What follows belongs to an exercise in optimizing a design on an open flow for small area, a short achievable clock period and few clock cycles; a production flow would make more cautious choices.
In this exercise RTL edits were held to simulation tests only and were not proved equivalent to the original.
No activity file was given, so power comes from the tool's default toggle rates.

$ cat flow/run.sh
#!/bin/bash
# synth_recipe.tcl (not shown) runs the flow's synth.tcl, then flattens the netlist and writes it again
# the make line also repeats each setting of config.mk as NAME=value (left out here)
make -C /OpenROAD-flow-scripts/flow DESIGN_CONFIG=/design/flow/config.mk WORK_HOME=/design/flow/orfs CLKGATE_MAP_FILE= SYNTH_SCRIPT=/design/flow/synth_recipe.tcl finish
$ cat flow/config.mk
export PLATFORM = sky130hd
export DESIGN_NAME = zmc_alu
export DESIGN_NICKNAME = zmc_alu
export VERILOG_FILES = /design/flow/design.v
export SDC_FILE = /design/flow/constraint.sdc
export NUM_CORES = 4
export LEC_CHECK = 0
export CAP_MARGIN = 20
export CORE_MARGIN = 2
export CORE_UTILIZATION = 40
export SLEW_MARGIN = 20
$ cat flow/constraint.sdc
create_clock -name core_clock -period 16.0 [get_ports {clk}]
set_input_delay 3.2000 -clock core_clock [delete_from_list [all_inputs] [get_ports {clk}]]
set_output_delay 3.2000 -clock core_clock [all_outputs]
set_load 0.01 [all_outputs]
$ cat flow/design.v
`timescale 1ns/10ps
module full_add (
	a,
	b,
	c_in,
	c_out,
	s
);
	input	a;
	input	b;
	input	c_in;
	output	c_out;
	output	s;
	reg c_out, s;
always @(*)
	begin
		{c_out,s} = a + b + c_in;
	end
endmodule
`timescale 1ns/10ps
module alu_arith (
	a_in,
	b_in,
	op_in,
	z_flag_in,
	s_flag_in,
	c_flag_in,
	ovr_flag_in,
	c_out,
	z_flag_out,
	s_flag_out,
	c_flag_out,
	ovr_flag_out,
	op_active	
);
	parameter data_wl	= 16;
	parameter op_wl 	= 8;
	input	[data_wl-1:0] 	a_in;
	input	[data_wl-1:0]	b_in;
	input 	[op_wl	-1:0]	op_in;
	input 	z_flag_in;
	input 	s_flag_in;
	input 	c_flag_in;
	input 	ovr_flag_in;
	output 	[data_wl-1:0]	c_out;
	output 	z_flag_out;
	output 	s_flag_out;
	output 	c_flag_out;
	output 	ovr_flag_out;
	output  op_active;
	wire 	z_flag_out;
	wire 	s_flag_out;
	wire 	c_flag_out;
	wire 	ovr_flag_out;
	reg  	[data_wl-1:0]		a_reg;
	reg 	[data_wl-1:0]		b_reg;
	reg 				carry_in_reg;
	wire 	[data_wl:0]		carry_reg;
	wire 	[data_wl-1:0]		s_reg;
	reg 	z_flag;
	reg 	s_flag;
	reg		c_flag;
	reg		ovr_flag;
	reg		op_active;
	parameter 	I_MOV	= 8'h00;
	parameter 	I_INC	= 8'h01;
	parameter 	I_NEG	= 8'h03;
	parameter 	I_DEC	= 8'h04;
	parameter 	I_ADD	= 8'h08;
	parameter 	I_SUB	= 8'h0B;
	parameter 	I_MOVC	= 8'h20;
	parameter 	I_INCC	= 8'h21;
	parameter 	I_NEGC	= 8'h23;
	parameter 	I_DECC	= 8'h24;
	parameter 	I_ADC	= 8'h28;
	parameter 	I_SUBC	= 8'h2B;
	genvar i;
	generate for (i = 0; i < data_wl; i = i + 1)
		begin: gen_loop	
			full_add full_add_i(a_reg[i],b_reg[i],carry_reg[i],carry_reg[i+1],s_reg[i]);  
		end 
	endgenerate
always @(*)
	begin
		a_reg	= 0;
		b_reg	= 0; 
		carry_in_reg = 1'b0;
		z_flag	= 1'h0;
		op_active = 1'b0;
		case(op_in)
			I_MOV:
				begin
					a_reg = 0;
					b_reg = b_in;
					carry_in_reg = 1'b0;
					op_active = 1'b1;
				end
			I_INC:	
				begin
					a_reg = 1;
					b_reg = b_in;
					carry_in_reg = 1'b0;
					op_active = 1'b1;
				end
			I_NEG:	
				begin
					a_reg = 0;
					b_reg = -b_in;
					carry_in_reg = 1'b0;
					op_active = 1'b1;
				end
			I_DEC:
				begin
					a_reg = -1;
					b_reg = b_in;
					carry_in_reg = 1'b0;
					op_active = 1'b1;
				end
			I_ADD:	
				begin
					a_reg = a_in;
					b_reg = b_in;
					carry_in_reg = 1'b0;
					op_active = 1'b1;
				end
			I_SUB:	
				begin
					a_reg = a_in;
					b_reg = -b_in;
					carry_in_reg = 1'b0;
					op_active = 1'b1;
				end
			I_MOVC:	 
				begin
					a_reg = 0;
					b_reg = b_in;
					carry_in_reg = 1'b0;
					op_active = 1'b1;
				end
			I_INCC:	
				begin
					a_reg = 0;
					b_reg = b_in;
					carry_in_reg = c_flag_in;
					op_active = 1'b1;
				end
			I_NEGC:	
				begin
					a_reg = -1;
					b_reg = -b_in;
					carry_in_reg  = c_flag_in;
					op_active = 1'b1;
				end
			I_DECC:	
				begin
					a_reg = -1;
					b_reg = b_in;
					carry_in_reg = c_flag_in;
					op_active = 1'b1;
				end
			I_ADC:	
				begin
					a_reg = a_in;
					b_reg = b_in;
					carry_in_reg = c_flag_in;
					op_active = 1'b1;
				end
			I_SUBC:	
				begin
					a_reg = a_in;
					b_reg = -b_in -1;
					carry_in_reg = c_flag_in;
					op_active = 1'b1;
				end
			default:
				begin
					op_active = 1'b0;
				end
		endcase
		if( op_in != I_MOVC && op_in != I_MOV)
			begin
				if (s_reg == 0 && op_in[7:4] == 4'h0) 
					begin		 
						z_flag = 1'h1;
					end
				else if(s_reg == 0 && op_in[7:4] == 4'h2 && z_flag_in == 1'b1)	 
					begin
						z_flag = 1'h1;
					end
				else 
					begin
						z_flag = 1'h0;
					end
				s_flag 		= s_reg[data_wl-1];		 
				c_flag 		= carry_reg[data_wl]; 		 
				ovr_flag 	= carry_reg[data_wl] ^ carry_reg[data_wl-1];	 
			end		
		else
			begin
				z_flag = z_flag_in;
				s_flag = s_flag_in;
				c_flag = c_flag_in;
				ovr_flag = ovr_flag_in;
			end
	end  
	assign carry_reg[0]	= carry_in_reg;
	assign c_out	= s_reg;	 
	assign z_flag_out 	= z_flag;
	assign s_flag_out 	= s_flag;	 
	assign c_flag_out 	= c_flag; 	 
	assign ovr_flag_out	= ovr_flag;	 
endmodule
module alu_logic (
	a_in,
	b_in,
	op_in,
	z_flag_in,
	s_flag_in,
	c_flag_in,
	ovr_flag_in,
	c_out,
	z_flag_out,
	s_flag_out,
	c_flag_out,
	ovr_flag_out,
	op_active	
);
	parameter data_wl	= 16;
	parameter op_wl 	= 8;
	input	[data_wl-1:0] 	a_in;
	input	[data_wl-1:0]	b_in;
	input 	[op_wl	-1:0]	op_in;
	input 	z_flag_in;
	input 	s_flag_in;
	input 	c_flag_in;
	input 	ovr_flag_in;
	output 	[data_wl-1:0]	c_out;
	output 	z_flag_out;
	output 	s_flag_out;
	output 	c_flag_out;
	output 	ovr_flag_out;
	output 	op_active;
	reg 	[data_wl-1:0]	c_reg;
	reg 	z_flag_out;
    	reg     s_flag_out;
	reg 	op_active;
	parameter 	I_LG_0			= 8'h40;
	parameter 	I_NOR			= 8'h41;
	parameter 	I_A_AND_NOT_B	= 8'h42;
	parameter 	I_NOT_B			= 8'h43;
	parameter 	I_NOT_A_AND_B	= 8'h44;
	parameter 	I_NOT_A			= 8'h45;
	parameter 	I_XOR			= 8'h46;
	parameter 	I_NAND			= 8'h47;
	parameter 	I_AND			= 8'h48;
	parameter 	I_XNOR			= 8'h49;
	parameter 	I_LG_A			= 8'h4A;
	parameter 	I_A_OR_NOT_B	= 8'h4B;
	parameter 	I_LG_B			= 8'h4C;
	parameter 	I_NOT_A_OR_B	= 8'h4D;
	parameter 	I_OR			= 8'h4E;
	parameter 	I_LG_1			= 8'h4F;
	assign 	c_flag_out	= c_flag_in;		 
	assign 	ovr_flag_out	= ovr_flag_in;
	always @(*)
	begin
		op_active = 1'b0;
		case(op_in)
			I_LG_0:
				begin
					c_reg = 0;
					op_active = 1'b1;
				end
			I_NOR:	
				begin
					c_reg = ~(a_in | b_in);
					op_active = 1'b1;
				end
			I_A_AND_NOT_B:	
				begin
					c_reg = a_in & (~b_in);
					op_active = 1'b1;
				end
			I_NOT_B:
				begin
					c_reg = (~b_in);
					op_active = 1'b1;
				end
			I_NOT_A_AND_B:	
				begin
					c_reg = (~a_in) & b_in;
					op_active = 1'b1;
				end
			I_NOT_A:		
				begin
					c_reg = (~a_in);
					op_active = 1'b1;
				end
			I_XOR:		
				begin
					c_reg = a_in ^ b_in;
					op_active = 1'b1;
				end
			I_NAND:			
				begin
					c_reg = ~(a_in & b_in);
					op_active = 1'b1;
				end
			I_AND:			
				begin
					c_reg = a_in & b_in;
					op_active = 1'b1;
				end
			I_XNOR:		
				begin
					c_reg = a_in ^~ b_in;
					op_active = 1'b1;
				end
			I_LG_A:		
				begin
					c_reg = a_in;
					op_active = 1'b1;
				end
			I_A_OR_NOT_B:	
				begin
					c_reg = a_in | (~b_in);
					op_active = 1'b1;
				end
			I_LG_B:			
				begin
					c_reg = b_in;
					op_active = 1'b1;
				end
			I_NOT_A_OR_B:	
				begin
					c_reg = (~a_in) | b_in;
					op_active = 1'b1;
				end
			I_OR:			
				begin
					c_reg = a_in | b_in;
					op_active = 1'b1;
				end
			I_LG_1:			
				begin
					c_reg = 1;
					op_active = 1'b1;
				end
			default:
				begin
					c_reg = 0;
				end
		endcase
		if (c_reg == 0)
			z_flag_out = 1'b1;
		else
			z_flag_out = 1'b0;
		s_flag_out 	=  c_reg[data_wl-1];
	end
	assign c_out = c_reg;
endmodule
module alu_shift (
	a_in,
	b_in,
	op_in,
	z_flag_in,
	s_flag_in,
	c_flag_in,
	ovr_flag_in,
	c_out,
	z_flag_out,
	s_flag_out,
	c_flag_out,
	ovr_flag_out,
	op_active	
);
	parameter data_wl	= 16;
	parameter op_wl 	= 8;
	input	[data_wl-1:0] 	a_in;
	input	[data_wl-1:0]	b_in;
	input 	[op_wl	-1:0]	op_in;
	input 	z_flag_in;
	input 	s_flag_in;
	input 	c_flag_in;
	input 	ovr_flag_in;
	output 	[data_wl-1:0]	c_out;
	output 	z_flag_out;
	output 	s_flag_out;
	output 	c_flag_out;
	output	ovr_flag_out;
	output  op_active;
	reg 	[data_wl-1:0]	c_reg;
	reg 	z_flag_out;
   	reg     s_flag_out;
	reg     c_flag_out;
	reg 	op_active_int;
	parameter 	I_SHR0 			= 8'h80; 		
	parameter 	I_SHR1 			= 8'h81; 		
	parameter 	I_SHRA 			= 8'h82; 		
	parameter 	I_SHRC 			= 8'h83; 		
	parameter 	I_ROTR 			= 8'h84; 		
	parameter 	I_ROTRC 		= 8'h85; 		
	parameter 	I_SHL0 			= 8'h88; 		
	parameter 	I_SHL1 			= 8'h89; 		
	parameter 	I_SHLA 			= 8'h8A; 		
	parameter 	I_SHLC 			= 8'h8B; 		
	parameter 	I_ROTL 			= 8'h8C; 		
	parameter 	I_ROTLC 		= 8'h8D; 
	assign ovr_flag_out = ovr_flag_in;
	always @(*)
	begin
		op_active_int = 1'b0;
		case(op_in)
			I_SHR0: 	 
				begin
					c_reg [data_wl-2:0] = b_in [data_wl-1:1];
					c_reg [data_wl-1] 	= 1'b0;
					c_flag_out			= c_flag_in;
					op_active_int 		= 1'b1;
				end
			I_SHR1:		 
				begin
					c_reg [data_wl-2:0] = b_in [data_wl-1:1];
					c_reg [data_wl-1]	= 1'b1;
					c_flag_out 			= c_flag_in;
					op_active_int 		= 1'b1;
				end
			I_SHRA: 	 
				begin
					c_reg [data_wl-2:0] = b_in [data_wl-1:1];
					c_reg [data_wl-1]	= b_in [data_wl-1];
					c_flag_out			= c_flag_in;
					op_active_int 		= 1'b1;
				end
			I_SHRC: 	 
				begin
					c_reg [data_wl-2:0] = b_in [data_wl-1:1];
					c_reg [data_wl-1]	= c_flag_in;
					c_flag_out			= c_flag_in;
					op_active_int 		= 1'b1;
				end
			I_ROTR: 	 
				begin
					c_reg [data_wl-2:0] = b_in [data_wl-1:1];
					c_reg [data_wl-1]	= b_in [0];
					c_flag_out		 	= c_flag_in;
					op_active_int 		= 1'b1;
				end
			I_ROTRC:
				begin
					c_reg [data_wl-2:0] = b_in [data_wl-1:1];
					c_reg [data_wl-1]	= c_flag_in;
					c_flag_out 			= b_in[0];
					op_active_int 		= 1'b1;
				end
			I_SHL0: 
				begin
					c_reg [data_wl-1:1] = b_in [data_wl-2:0];
					c_reg [0]		 	= 1'b0;
					c_flag_out 			= c_flag_in;
					op_active_int 		= 1'b1;
				end
			I_SHL1: 
				begin
					c_reg [data_wl-1:1] = b_in [data_wl-2:0];
					c_reg [0]		 	= 1'b1;
					c_flag_out 			= c_flag_in;
					op_active_int 		= 1'b1;
				end
			I_SHLA: 
				begin
					c_reg [data_wl-1:1] = b_in [data_wl-2:0];
					c_reg [0]		 	= b_in [0];  
					c_flag_out 			= c_flag_in;
					op_active_int 		= 1'b1;
				end
			I_SHLC: 
				begin
					c_reg [data_wl-1:1] = b_in [data_wl-2:0];
					c_reg [0]		 	= c_flag_in;
					c_flag_out 			= c_flag_in;
					op_active_int 		= 1'b1;
				end
			I_ROTL: 
				begin
					c_reg [data_wl-1:1] = b_in [data_wl-2:0];
					c_reg [0]		 	= b_in [data_wl-1];
					c_flag_out 			= c_flag_in;
					op_active_int 		= 1'b1;
				end
			I_ROTLC:
				begin
					c_reg [data_wl-1:1] = b_in [data_wl-2:0];
					c_reg [0]		 	= c_flag_in;
					c_flag_out 			= b_in [data_wl-1];
					op_active_int 		= 1'b1;
				end
			default:
				begin
					c_reg 		= 0;
					c_flag_out 	= 1'b0;
				end
		endcase
		if (c_reg == 0)
			z_flag_out = 1'b1;
		else
			z_flag_out = 1'b0;
		s_flag_out 	=  c_reg[data_wl-1];
	end
	assign c_out = c_reg;
	assign op_active = op_active_int;
endmodule
`timescale 1ns/10ps
module alu_mul (
	a_in,
	b_in,
	signd,
	clk,
	a_reset_l,
	ld,	
	p_out,
	valid,
	z_flag,
	s_flag
);
	parameter data_wl	= 16;
	parameter op_wl 	= 8;
	input	[data_wl-1:0] 	a_in;
	input	[data_wl-1:0]	b_in;
	input 					signd;		 
	input					clk;
	input					a_reset_l;
	input					ld;			 
	output 	[data_wl-1:0]	p_out;		 
	output					valid;		 
	output					z_flag;
	output					s_flag;
	reg 	[data_wl-1:0]		p_out_reg;
	reg 	[2*data_wl:0]		pa_reg, nxt_pa_reg;  
	reg		[data_wl-1:0]		a_reg, nxt_a_reg;
	reg		[data_wl-1:0]		b_reg, nxt_b_reg;
	reg 	ld_reg;
	reg		valid_reg, nxt_valid_reg;
	reg 	z_flag_reg;
	reg 	s_flag_reg;
	reg		[3:0] cnt, nxt_cnt;
	localparam [3:0]
    IDLE  = 4'b0001,
    ADD   = 4'b0010,
	OUTP  = 4'b0100;
	reg [3:0] current_state, next_state;
	always @(posedge clk or negedge a_reset_l)
	begin
		if (a_reset_l == 1'b0)
			begin
				current_state <= IDLE;
				pa_reg  <= 'b0;
				a_reg	<= 'b0;
				b_reg	<= 'b0;
				cnt  	<= 'b0;
				ld_reg	<= 'b0;
			end
		else
			begin
				current_state <= next_state;
				pa_reg 	<= nxt_pa_reg;
				a_reg	<= nxt_a_reg;
				b_reg	<= nxt_b_reg;
				cnt 	<= nxt_cnt;
				ld_reg	<= ld;
			end
	end
   	always @(*)
	begin	
		p_out_reg 	= 'b0;
		valid_reg 	= 1'b0;
		z_flag_reg 	= 1'b0;
		s_flag_reg 	= 1'b0;
		nxt_pa_reg 	= pa_reg;
		nxt_a_reg	= a_reg;
		nxt_b_reg	= b_reg;
		next_state	= current_state;
		nxt_cnt 	= cnt;
		case (current_state )
			IDLE:
				begin		
					p_out_reg 	= a_in;			
			  		if(ld_reg == 1'b1 && ld == 1'b1)
						begin
							nxt_pa_reg = 'b0;
							nxt_pa_reg[data_wl-1:0] = a_in;	 
							nxt_a_reg  = a_in;
							nxt_b_reg  = b_in;
							nxt_cnt    = 'b0;
							next_state = ADD;
						end
					else
						begin
							nxt_pa_reg = 'b0;
							nxt_a_reg  = 'b0;
							nxt_b_reg  = 'b0;
							nxt_cnt    = 'b0;
							next_state 	= IDLE;	 
						end	
				end
			ADD:
				begin
					if(pa_reg[0] == 1'b0) 
						begin
							nxt_pa_reg[2*data_wl:data_wl] = pa_reg[2*data_wl-1:data_wl] + 0;
							nxt_pa_reg = nxt_pa_reg >> 1;
						end
					else
						begin
							nxt_pa_reg[2*data_wl:data_wl] = pa_reg[2*data_wl-1:data_wl] + b_reg;
							nxt_pa_reg = nxt_pa_reg >> 1;
						end
					nxt_cnt  = cnt + 1;
					if(nxt_cnt == 0) 
						begin
							next_state = OUTP;
							p_out_reg = nxt_pa_reg[data_wl-1:0];	 
						end
					else 
						next_state = ADD;
				end
			OUTP:
				begin
					valid_reg = 1'b1;	 
					if(signd == 1'b1)	 
						begin
							if(a_reg[data_wl-1] == 1'b1 && b_reg[data_wl-1] == 1'b0 )		  
								begin
									p_out_reg = nxt_pa_reg[2*data_wl-1:data_wl] + (~b_reg+1);
									s_flag_reg = 1'b1;
								end
							else if(a_reg[data_wl-1] == 1'b0 && b_reg[data_wl-1] == 1'b1 )	  
								begin
									p_out_reg = nxt_pa_reg[2*data_wl-1:data_wl] + (~a_reg+1);
									s_flag_reg = 1'b1;
								end
							else if(a_reg[data_wl-1] == 1'b1 && b_reg[data_wl-1] == 1'b1 )	  
								p_out_reg = nxt_pa_reg[2*data_wl-1:data_wl] + (~a_reg+1) + (~b_reg+1);
							else
								p_out_reg = nxt_pa_reg[2*data_wl-1:data_wl];
						end
					else 
						begin
							p_out_reg = nxt_pa_reg[2*data_wl-1:data_wl];
							s_flag_reg = 1'b0;
						end
					if(nxt_pa_reg == 0)
						z_flag_reg = 1'b1;  
					else
						z_flag_reg = 1'b0;
					next_state = IDLE;
				end
			default:
				begin
				end
		endcase
	end  
	assign p_out = p_out_reg;
	assign valid = valid_reg;
	assign z_flag = z_flag_reg;
	assign s_flag = s_flag_reg;
endmodule 
`timescale 1ns/10ps
module alu_div (
	a_in,	 
	b_in,	 
	clk,
	a_reset_l,
	ld,	
	p_out,
	valid,
	z_flag,
	ovr_flag
);
	parameter data_wl	= 16;
	parameter op_wl 	= 8;
	input	[data_wl-1:0] 	a_in;  
	input	[data_wl-1:0]	b_in;  
	input	clk;
	input	a_reset_l;
	input	ld;
	output 	[data_wl-1:0]	p_out;
	output	valid;
	output	z_flag;
	output	ovr_flag;
	reg		[data_wl-1:0]	m_reg, nxt_m_reg, cm_reg, nxt_cm_reg; 	 
	reg 	[2*data_wl:0]	rd_reg, nxt_rd_reg;		         
	reg		[data_wl-1:0]	p_out_reg;
	reg 					ld_reg;
	reg						valid_reg, nxt_valid_reg;
	reg 					z_flag_reg;
	reg 					ovr_flag_reg;
	reg		[4:0] 			cnt, nxt_cnt;
	localparam [4:0]
   	IDLE  = 5'b00001,
	SUB1  = 5'b00010,
   	ADD1  = 5'b00100,
	ADD2  = 5'b01000,
	OUTP  = 5'b10000;
	reg [4:0] current_state, nxt_state;
	always @(posedge clk or negedge a_reset_l)
	begin
		if (a_reset_l == 1'b0)
			begin
				current_state <= IDLE;
				m_reg	<= 'b0;
				cm_reg	<= 'b0;
				rd_reg  <= 'b0;
				cnt  	<= 'b0;
				ld_reg	<= 'b0;
			end
		else
			begin
				current_state <= nxt_state;
				m_reg	<= nxt_m_reg;
				cm_reg	<= nxt_cm_reg;
				rd_reg  <= nxt_rd_reg;
				cnt 	<= nxt_cnt;
				ld_reg	<= ld;
			end
	end
   	always @(*)
	begin	
		p_out_reg 	= 'b0;
		valid_reg 	= 1'b0;
		nxt_m_reg	= m_reg;
		nxt_cm_reg 	= cm_reg;
		nxt_rd_reg 	= rd_reg;
		nxt_state	= current_state;
		nxt_cnt 	= cnt;
		z_flag_reg   = 'b0;
		ovr_flag_reg = 'b0;
		case (current_state)
			IDLE:
				begin	
				p_out_reg 	= a_in;				
			  		if(ld_reg == 1'b1 && ld == 1'b1)
						begin
							nxt_rd_reg 	= 'b0;
							nxt_rd_reg[data_wl-1:0] = a_in;	 
							nxt_m_reg	= b_in;
							nxt_cm_reg 	= (~b_in-1);
							nxt_cnt    	= data_wl-1;
							nxt_state 	= SUB1;
						end
					else
						begin
							nxt_rd_reg 	= rd_reg ;
							nxt_m_reg  	= 'b0;
							nxt_cm_reg 	= 'b0;
							nxt_cnt    	= 'b0;
							nxt_state  	= IDLE;	 
							end	
				end
			SUB1:
				begin
					nxt_rd_reg = nxt_rd_reg << 1;
					nxt_rd_reg[2*data_wl:data_wl]  = nxt_rd_reg[2*data_wl:data_wl] - {1'b0, m_reg};
					nxt_state  = ADD1;
				end	
			ADD1:
				begin
					if(rd_reg[2*data_wl]  == 1'b1 ) 
						begin
							nxt_rd_reg[0] = 1'b0;
							nxt_rd_reg = nxt_rd_reg << 1;
							nxt_rd_reg[2*data_wl:data_wl] = nxt_rd_reg[2*data_wl:data_wl] + {1'b0, m_reg};
						end
					else
						begin
							nxt_rd_reg[0] = 1'b1;
							nxt_rd_reg = nxt_rd_reg << 1;
							nxt_rd_reg[2*data_wl:data_wl] = nxt_rd_reg[2*data_wl:data_wl] - {1'b0, m_reg};
						end
					nxt_cnt = cnt - 1;
					if(nxt_cnt == 0)
						nxt_state = ADD2;
					else
						nxt_state = ADD1;
				end
			ADD2:
				begin
					if(rd_reg[2*data_wl]  == 1'b1 ) 
						begin
							nxt_rd_reg[0] = 1'b0;
							nxt_rd_reg[2*data_wl:data_wl] = nxt_rd_reg[2*data_wl:data_wl] + {1'b0, m_reg};
						end
					else
						begin
							nxt_rd_reg[0] = 1'b1;
						end
					p_out_reg = nxt_rd_reg[data_wl-1:0];
					valid_reg = 1'b0;	
					nxt_state = OUTP;
				end
			OUTP:
				begin
					valid_reg = 1'b1;
					if (rd_reg == 0)
						z_flag_reg = 1'b1;	
					else
						z_flag_reg = 1'b0;	
					if(b_in == 0)
						ovr_flag_reg 	= 1'b1;
					else
						ovr_flag_reg 	= 1'b0;
					p_out_reg = rd_reg[2*data_wl-1:data_wl];
					valid_reg = 1'b1;	
					nxt_state = IDLE;
				end
			default
				begin
					p_out_reg 	= 'b0;
					valid_reg 	= 1'b0;
					nxt_m_reg	= m_reg;
					nxt_cm_reg 	= cm_reg;
					nxt_state 	= IDLE;
				end
		endcase
	end  
	assign p_out = p_out_reg;
	assign valid = valid_reg;
	assign z_flag = z_flag_reg;
	assign ovr_flag = ovr_flag_reg;
endmodule 
`timescale 1ns/10ps
module alu_muldiv (
	a_in,
	b_in,
	op_in,
	clk,
	a_reset_l,
	z_flag_in,
	s_flag_in,
	c_flag_in,
	ovr_flag_in,
	c_out,
	z_flag_out,
	s_flag_out,
	c_flag_out,
	ovr_flag_out,
	valid_out,
	op_active	
);
	parameter data_wl	= 16;
	parameter op_wl 	= 8;
	input	[data_wl-1:0] 	a_in;
	input	[data_wl-1:0]	b_in;
	input 	[op_wl	-1:0]	op_in;
	output 	[data_wl-1:0]	c_out;
	input	clk;
	input	a_reset_l;	
	input 	z_flag_in;
	input 	s_flag_in;
	input 	c_flag_in;
	input 	ovr_flag_in;
	output 	z_flag_out;
	output 	s_flag_out;
	output 	c_flag_out;
	output 	ovr_flag_out;
	output	valid_out;
	output  op_active;
	parameter 	I_MUL	= 8'h02;
	parameter 	I_SMUL	= 8'h22;
	parameter 	I_DIV	= 8'h0F;
	reg ld_mul, ld_div;
	reg signd_int;
	reg [data_wl-1:0] c_out_int;
	reg valid_int;
	reg z_flag_int, s_flag_int, ovr_flag_int;
	wire  z_flag_mul, s_flag_mul;	
	wire  z_flag_div, ovr_flag_div;	
	wire  [data_wl-1:0]	c_out_div;
	wire  [data_wl-1:0]	c_out_mul;
	wire  valid_div, valid_mul;
	reg op_active_int;
	assign c_flag_out 	= c_flag_in;	 
always @(*)
	begin		
		ld_mul = 1'b0;
		ld_div = 1'b0;
		signd_int = 1'b0;
		valid_int = 1'b0;
		c_out_int = 'b0;
		z_flag_int = z_flag_in;
		s_flag_int = s_flag_in;
		ovr_flag_int = ovr_flag_in;
		op_active_int = 1'b0;
		case(op_in)
			I_MUL:
				begin
					ld_mul = 1'b1;
					signd_int = 1'b0;
					valid_int = valid_mul;
					c_out_int = c_out_mul;
					z_flag_int = z_flag_mul; 
					s_flag_int = s_flag_mul;
					op_active_int = 1'b1;
				end
			I_SMUL:
				begin
					ld_mul = 1'b1;
					signd_int = 1'b1;
					valid_int = valid_mul;
					c_out_int = c_out_mul;
					z_flag_int = z_flag_mul;
					s_flag_int = s_flag_mul;
					op_active_int = 1'b1;
				end
			I_DIV:
				begin
					ld_div = 1'b1;
					ld_mul = 1'b0;
					valid_int = valid_div;
					c_out_int = c_out_div;
					z_flag_int = z_flag_div;
					s_flag_int = s_flag_in;
					ovr_flag_int = ovr_flag_div;
					op_active_int = 1'b1;
				end	
			default:
				begin
					valid_int = 1'b0;
					op_active_int = 1'b0;
				end
		endcase
	end
alu_mul alu_mul_i (
	.a_in(a_in),
	.b_in(b_in),
	.signd(signd_int),
	.clk(clk),
	.a_reset_l(a_reset_l),
	.ld(ld_mul),	
	.p_out(c_out_mul),
	.valid(valid_mul),
	.z_flag(z_flag_mul),
	.s_flag(s_flag_mul)
);
alu_div alu_div_i(
	.a_in(a_in),	 
	.b_in(b_in),	 
	.clk(clk),
	.a_reset_l(a_reset_l),
	.ld(ld_div),	
	.p_out(c_out_div),
	.valid(valid_div),
	.z_flag(z_flag_div),
	.ovr_flag(ovr_flag_div)
);
assign c_out = c_out_int ;
assign z_flag_out = z_flag_int;
assign s_flag_out = s_flag_int;
assign ovr_flag_out = ovr_flag_int;
assign valid_out = valid_int ;
assign op_active = op_active_int;
endmodule 
`timescale 1ns/10ps
module alu_selector (
	c_in_arith,	 
	z_flag_in_arith,
	s_flag_in_arith,
	c_flag_in_arith,
	ovr_flag_in_arith,
	c_in_logic,	 
	z_flag_in_logic,
	s_flag_in_logic,
	c_flag_in_logic,
	ovr_flag_in_logic,
	c_in_shift,	 
	z_flag_in_shift,
	s_flag_in_shift,
	c_flag_in_shift,
	ovr_flag_in_shift,
	c_in_muldiv,	 
	z_flag_in_muldiv,
	s_flag_in_muldiv,
	c_flag_in_muldiv,
	ovr_flag_in_muldiv,
	valid_in_muldiv,
	op_in,		 
	active_vec,
	c_out,		 
	z_flag_out,
	s_flag_out,
	c_flag_out,
	ovr_flag_out
);
	parameter data_wl = 16;
	parameter op_wl   = 8;
	input   [data_wl-1:0]   c_in_arith;	 
	input   		z_flag_in_arith;
	input 			s_flag_in_arith;
	input 			c_flag_in_arith;
	input 			ovr_flag_in_arith;
	input   [data_wl-1:0]   c_in_logic;	 
	input   		z_flag_in_logic;
	input 			s_flag_in_logic;
	input			c_flag_in_logic;
	input			ovr_flag_in_logic;
	input   [data_wl-1:0]   c_in_shift;	 
	input   		z_flag_in_shift;
	input 			s_flag_in_shift;
	input			c_flag_in_shift;
	input			ovr_flag_in_shift;
	input   [data_wl-1:0]   c_in_muldiv;	 
	input   		z_flag_in_muldiv;
	input 			s_flag_in_muldiv;
	input			c_flag_in_muldiv;
	input			ovr_flag_in_muldiv;
	input			valid_in_muldiv;
	input	[op_wl	-1:0] 	op_in;		 
	input   [3:0]		active_vec;
	output  [data_wl-1:0]	c_out;		 
	output			z_flag_out;
	output			s_flag_out;	
	output			c_flag_out;
	output			ovr_flag_out;
	reg 	[data_wl:0]     c_reg;
	reg			z_flag_out_reg;
	reg			s_flag_out_reg;	
	reg			c_flag_out_reg;	
	reg			ovr_flag_out_reg;
	always @(*)
	begin
		case(active_vec)
			1: 
			 begin  
			     c_reg = c_in_arith;
			     z_flag_out_reg = z_flag_in_arith;
			     s_flag_out_reg = s_flag_in_arith;
			     c_flag_out_reg = c_flag_in_arith;
			     ovr_flag_out_reg = ovr_flag_in_arith;
			 end
			2: 
			 begin  
			     c_reg = c_in_logic;
			     z_flag_out_reg = z_flag_in_logic;
			     s_flag_out_reg = s_flag_in_logic;
			     c_flag_out_reg = c_flag_in_logic;
			     ovr_flag_out_reg = ovr_flag_in_logic;
			 end
			4: 
			 begin  
			     c_reg = c_in_shift;
			     z_flag_out_reg = z_flag_in_shift;
			     s_flag_out_reg = s_flag_in_shift;
			     c_flag_out_reg = c_flag_in_shift;	
			     ovr_flag_out_reg = ovr_flag_in_shift; 
			 end
			8: 
			 begin  
			     c_reg = c_in_muldiv;
			     z_flag_out_reg = z_flag_in_muldiv;
			     s_flag_out_reg = s_flag_in_muldiv;
			     c_flag_out_reg = c_flag_in_muldiv;
			     ovr_flag_out_reg = ovr_flag_in_muldiv;	
			 end
			default:
			 begin
			     c_reg = 0;
			     z_flag_out_reg = 0;
			     s_flag_out_reg = 0;
			     c_flag_out_reg = 0;
			     ovr_flag_out_reg = 0;	
			 end
		endcase		 
	end
	assign c_out = c_reg;
	assign z_flag_out = z_flag_out_reg;
	assign s_flag_out = s_flag_out_reg;
	assign c_flag_out = c_flag_out_reg;
	assign ovr_flag_out = ovr_flag_out_reg;
endmodule
`timescale 1ns/10ps
module zmc_alu (
	a_in,
	b_in,
	op_in,
	z_flag_in,
	s_flag_in,
	c_flag_in,
	ovr_flag_in,
	clk,
	a_reset_l,
	c_out,
	z_flag_out,
	s_flag_out,
	c_flag_out,
	ovr_flag_out,
	valid_out
);
parameter data_wl	= 16;
parameter op_wl 	= 8;
input	[data_wl-1:0] 	a_in;		 
input	[data_wl-1:0]	b_in;		 
input 	[op_wl	-1:0]	op_in;		 
input	s_flag_in;					 
input 	z_flag_in;
input 	c_flag_in;
input   ovr_flag_in;
input 	clk;
input	a_reset_l;
output 	[data_wl-1:0]	c_out;		 
output 	z_flag_out;					 
output 	s_flag_out;
output 	c_flag_out;
output 	ovr_flag_out;
output	valid_out;					 
wire [data_wl-1:0] c_out_arith;
wire [data_wl-1:0] c_out_logic;
wire [data_wl-1:0] c_out_shift;
wire [data_wl-1:0] c_out_muldiv;
wire [3:0] op_active_vec;
wire s_flag_out_arith, s_flag_out_logic, s_flag_out_shift, s_flag_out_muldiv;
wire z_flag_out_arith, z_flag_out_logic, z_flag_out_shift, z_flag_out_muldiv;
wire c_flag_out_arith, c_flag_out_logic, c_flag_out_shift, c_flag_out_muldiv;
wire ovr_flag_out_arith, ovr_flag_out_logic,ovr_flag_out_shift, ovr_flag_out_muldiv;
wire valid_out_muldiv;
assign valid_out = valid_out_muldiv;
alu_arith alu_arith_i (
	.a_in(a_in),
	.b_in(b_in),
	.op_in(op_in),
	.z_flag_in(z_flag_in),
	.s_flag_in(s_flag_in),
	.c_flag_in(c_flag_in),
	.ovr_flag_in(ovr_flag_in),
	.c_out(c_out_arith),
	.z_flag_out(z_flag_out_arith),
	.s_flag_out(s_flag_out_arith),
	.c_flag_out(c_flag_out_arith),
	.ovr_flag_out(ovr_flag_out_arith),
	.op_active(op_active_vec[0])	
);
alu_logic alu_logic_i (
	.a_in(a_in),
	.b_in(b_in),
	.op_in(op_in),
	.z_flag_in(z_flag_in),
	.s_flag_in(s_flag_in),
	.c_flag_in(c_flag_in),
	.ovr_flag_in(ovr_flag_in),
	.c_out(c_out_logic),
	.z_flag_out(z_flag_out_logic),
	.s_flag_out(s_flag_out_logic),
	.c_flag_out(c_flag_out_logic),
	.ovr_flag_out(ovr_flag_out_logic),
	.op_active(op_active_vec[1])	
);
alu_shift alu_shift_i (
	.a_in(a_in),
	.b_in(b_in),
	.op_in(op_in),
	.z_flag_in(z_flag_in),
	.s_flag_in(s_flag_in),
	.c_flag_in(c_flag_in),
	.ovr_flag_in(ovr_flag_in),
	.c_out(c_out_shift),
	.z_flag_out(z_flag_out_shift),
	.s_flag_out(s_flag_out_shift),
	.c_flag_out(c_flag_out_shift),
	.ovr_flag_out(ovr_flag_out_shift),
	.op_active(op_active_vec[2])	
);
alu_muldiv alu_muldiv_i (
	.a_in(a_in),
	.b_in(b_in),
	.op_in(op_in),
	.clk(clk),
	.a_reset_l(a_reset_l),
	.z_flag_in(z_flag_in),
	.s_flag_in(s_flag_in),
	.c_flag_in(c_flag_in),
	.ovr_flag_in(ovr_flag_in),
	.c_out(c_out_muldiv),
	.z_flag_out(z_flag_out_muldiv),
	.s_flag_out(s_flag_out_muldiv),
	.c_flag_out(c_flag_out_muldiv),
	.ovr_flag_out(ovr_flag_out_muldiv),
	.valid_out(valid_out_muldiv),
	.op_active(op_active_vec[3])	
);
alu_selector alu_selector_i (
	.c_in_arith(c_out_arith),
	.c_flag_in_arith(c_flag_out_arith),
	.ovr_flag_in_arith(ovr_flag_out_arith),
	.c_in_logic(c_out_logic),
	.c_flag_in_logic(c_flag_out_logic),
	.ovr_flag_in_logic(ovr_flag_out_logic),
	.c_in_shift(c_out_shift),
	.c_flag_in_shift(c_flag_out_shift),
	.ovr_flag_in_shift(ovr_flag_out_shift),
	.c_in_muldiv(c_out_muldiv),
	.c_flag_in_muldiv(c_flag_out_muldiv),
	.ovr_flag_in_muldiv(ovr_flag_out_muldiv),
	.valid_in_muldiv(valid_out_muldiv),
	.z_flag_in_arith(z_flag_out_arith),
	.s_flag_in_arith(s_flag_out_arith),
	.z_flag_in_logic(z_flag_out_logic),
	.s_flag_in_logic(s_flag_out_logic),
	.z_flag_in_shift(z_flag_out_shift),
	.s_flag_in_shift(s_flag_out_shift),
	.z_flag_in_muldiv(z_flag_out_muldiv),
	.s_flag_in_muldiv(s_flag_out_muldiv),
	.op_in(op_in),
	.active_vec(op_active_vec),
	.c_out(c_out),
	.z_flag_out(z_flag_out),
	.s_flag_out(s_flag_out),
	.c_flag_out(c_flag_out),
	.ovr_flag_out(ovr_flag_out)
);
endmodule
==> impl_metrics.json <==
{
  "fillerInstances": 3981,
  "ys.flop_type": "sky130_fd_sc_hd__dfrtp_1",
  "combinational_family_with_the_most_area_after_synthesis": "compound AO/OA/AOI/OAI gates",
  "synthXorXnorAreaFrac_pct": 5.74,
  "tritoncts.num_buffers": 17,
  "syn-cell-area_sq_um": 16300,
  "final_cell_mix": "sky130_fd_sc_hd__nand2_1 (215), sky130_fd_sc_hd__nor2_1 (182), sky130_fd_sc_hd__ha_1 (181), sky130_fd_sc_hd__o21ai_0 (165), sky130_fd_sc_hd__dfrtp_1 (130)",
  "syn_inst": 2107,
  "status": "complete, no violations",
  "drc_errors": 0,
  "std_cell_rows": 73,
  "cap_violations": 0,
  "cts.root.buffer_cell": "sky130_fd_sc_hd__clkbuf_16",
  "crit_path_end_kind": "output port",
  "timing.critical_path.slowest_cell_delay_ns": 0.56,
  "dp_hpwl_microns": 48400,
  "slew_headroom_pct": 27.0,
  "critPathRequiredTime_ns": 12.80,
  "antenna_violations_before_repair": 0,
  "most_frequent_standard_cell_in_the_layout_excluding_fill_and_tap_cells": "sky130_fd_sc_hd__nand2_1",
  "io-pin-count": 67,
  "min_path_cells": 2,
  "cts_setup_buffers": 0,
  "setup_tns_ns": 0,
  "synth_enable_flop_cells": 0,
  "timing.reg2reg.worst_path_depth": 12,
  "power.total_mw": 0.882,
  "report.final.setup_viol": 0,
  "htree_levels": 4,
  "synth_compound_area_share_pct": 28.2,
  "wire_length_of_the_first_global_routing_pass_microns": 97500,
  "track_usage_pct": 30.1,
  "cts_tree": "built",
  "mean_instance_size_in_the_synthesized_netlist_sq_um": 7.74,
  "min_cycle_time_layout_ns": 15.71,
  "timing_max_transition_violations_final": 0,
  "hold_violations": 0,
  "antenna_cells_inserted": 0,
  "synth_seq_cells": 132,
  "cp_launch_type": "primary input",
  "yosys.area_share.adder_pct": 16.8,
  "clock.fmax_mhz": 63.7,
  "yosys_warnings": 8,
  "power_per_cell_area_nw_per_um2": 47.7,
  "gr-total-overflow": 0,
  "drt_wl_total_microns": 63800,
  "dp.cells": 2657,
  "synth-async-reset-ratio_pct": 100,
  "instances_no_fill": 2689,
  "floorplan.core_area_sq_um": 40000,
  "insertion_delay_ns": 0.44,
  "initialDrtViolationCount": 1880,
  "power.ir.vdd_worst_mv": 0.0713,
  "timing_worst_setup_path_type": "primary input to output port",
  "max_slew.worst_pin.slew_ns": 1.09,
  "stdcell_area_sq_um": 18500,
  "placement.cell_area_sq_um": 17800,
  "share_of_the_cycle_needed_by_the_critical_path_after_routing_pct": 98.2,
  "place_ws_ns": -1.42,
  "worstPathMaxFanout": 2,
  "area_growth_pct": 13.4,
  "yosys.cell_types.count": 103,
  "p_leak_nw": 8.06,
  "initial_utilization_pct": 40.7,
  "timing.clock.skew_ns": 0.0148,
  "grt_pass1_vias": 16100,
  "antenna_left": 0,
  "die_h_microns": 206,
  "crit_slowest_cell": "sky130_fd_sc_hd__fa_1",
  "maximum_clock_insertion_buffer_count": 2,
  "worstHoldPathType": "flip-flop to flip-flop",
  "chipWidth_microns": 206,
  "layout-drive-gt1-share_pct": 9.06,
  "worst-endpoint-arrival_ns": 12.51,
  "route.vias.total": 17000,
  "largest_net_degree_at_the_start_of_global_routing": 86,
  "synth_mux_area_share_pct": 2.85,
  "routed_via_density": 6.33,
  "routed_wire_length_per_instance_microns": 23.7,
  "clock_sinks": 132,
  "die-area_sq_um": 42400,
  "1st_pass_router_iterations": 9,
  "globalplace.congestion": 1.00,
  "finalNetCount": 2401,
  "largest_reg_flops": 33,
  "portBuffers": 66,
  "clk_pin_slew_worst_paths_ns": 0.06,
  "timing.critical_path.mode_cell": "sky130_fd_sc_hd__fa_2",
  "synth_seq_area_share_pct": 20.3,
  "rsz0062_at_grt": "false",
  "postSynthNetCount": 2357,
  "setup_ws_ns": 0.290,
  "synth-simple-area-share_pct": 19.7
}
-- cell type report --
type,instances,area [sq um],area share [%]
Multi-Input combinational cell,1717,12100,65.5
Inverter,123,462,2.50
Clock inverter,12,155,0.839
Tap cell,525,657,3.55
Timing Repair Buffer,160,1360,7.36
Sequential cell,132,3310,17.9
Clock buffer,20,447,2.42
-- metal layers --
metal  routed length (microns)  vias to the layer above  GRT usage, %
li1                          -                     7886             -
met1                     28000                     8232          41.9
met2                     28200                      753          46.2
met3                      4950                      140          5.01
met4                      2620                        0          12.2
met5                         0                        -             0
-- worst max-delay path, delay by kind of cell --
| family | cells | cell delay [ns] |
|---|---|---|
| AOI/OAI and AO/OA | 4 | 0.62 |
| buffers and inverters | 3 | 0.71 |
| adders and majority gates | 17 | 6.88 |
| and+or+nand+nor | 5 | 1.09 |
-- Yosys cell counts (29+ instances only) --
cell type | instances | share of area (%)
sky130_fd_sc_hd__inv_1 | 120 | 2.8
sky130_fd_sc_hd__o21ai_0 | 167 | 5.1
sky130_fd_sc_hd__nand2_1 | 215 | 5.0
sky130_fd_sc_hd__nor2_1 | 185 | 4.3
sky130_fd_sc_hd__xnor2_1 | 81 | 4.4
sky130_fd_sc_hd__a31oi_1 | 44 | 1.7
sky130_fd_sc_hd__nand3_1 | 46 | 1.4
sky130_fd_sc_hd__dfrtp_1 | 130 | 20
sky130_fd_sc_hd__a21o_1 | 29 | 1.3
sky130_fd_sc_hd__o22ai_1 | 50 | 1.9
sky130_fd_sc_hd__clkbuf_1 | 97 | 2.2
sky130_fd_sc_hd__nor3_1 | 65 | 2.0
sky130_fd_sc_hd__a21oi_1 | 126 | 3.9
sky130_fd_sc_hd__ha_1 | 181 | 14
sky130_fd_sc_hd__mux2i_1 | 43 | 2.6
-- power breakdown --
group          internal (mW)  total (mW)  switching, mW
clock network          0.250       0.413          0.164
logic                 0.0494       0.135         0.0854
registers              0.334       0.334       0.000154
total                  0.633       0.882          0.249
-- worst paths after layout --
kind                       slack (ns)                                       endpoint                                     startpoint
setup / recovery                 0.29                                     z_flag_out                                       op_in[2]
hold / removal                   0.54      alu_muldiv_i.alu_div_i.cnt[4]$_DFFE_PN0P_      alu_muldiv_i.alu_div_i.cnt[4]$_DFFE_PN0P_
setup reg to reg                12.47  alu_muldiv_i.alu_mul_i.pa_reg[29]$_DFFE_PN0P_  alu_muldiv_i.alu_mul_i.pa_reg[16]$_DFFE_PN0P_
hold reg to reg                  0.54      alu_muldiv_i.alu_div_i.cnt[4]$_DFFE_PN0P_      alu_muldiv_i.alu_div_i.cnt[4]$_DFFE_PN0P_
max in group asynchronous       11.92  alu_muldiv_i.alu_div_i.rd_reg[28]$_DFFE_PN0P_                                      a_reset_l
min in group asynchronous        2.80      alu_muldiv_i.alu_mul_i.cnt[3]$_DFFE_PN0P_                                      a_reset_l
-- cell families (layout without fill, tap and decap cells) --
| family | Yosys count | in the layout |
|---|---|---|
| buffers and inverters | 258 | 315 |
| multiplexers | 45 | 45 |
| adder cells (fa/ha/maj) | 206 | 206 |
| flip-flops | 132 | 132 |
| XOR/XNOR | 106 | 106 |
| AND/OR/NAND/NOR | 673 | 673 |
| AO/OA/AOI/OAI | 687 | 687 |
-- repair_timing --
item	4_1_cts	5_1_grt
pin swaps	3	5
gates resized for setup	25	12
hold buffers	0	0
hold endpoints to repair	0	0
setup endpoints to repair	6	4
-- per-stage QoR --
stage | utilization, % | hold WS (ns)
2_1_floorplan | - | 0.477
3_3_place_gp | 44.5 | 0.513
3_5_place_dp | 44.5 | 0.524
4_1_cts | 46.1 | 0.540
5_1_grt | 46.2 | 0.561
6_report | 46.2 | 0.537
Testbench counts, summed over its fixed seeds: cycles 22,642.

static timing again, ports no longer ideal:
In the flow no input, the clock included, has a driving cell. The finished layout below was timed again as built, in two steps. Step 1, drivers: a clkbuf_16 drives clk and a buf_2 each remaining input, both assumed. Step 2 moves the port delays by t, midway between the first and last clock arrival at a register: inputs arrive t later, outputs are due t later. That takes back most of the time a late clock gives input paths. Slacks: no drivers / after step 1 / after step 2; pairs: no drivers / after step 1.
shift t [ns]: 0.487
setup WS [ns]: 0.290 / 0.266 / 0.266
worst slew at a driven data input, ns: 0.05
pins driven straight from the clock port: 1
After both steps this run still meets setup and hold. The setup slack of this run moves by -0.024 ns with the drivers and by -0.024 ns with both steps.
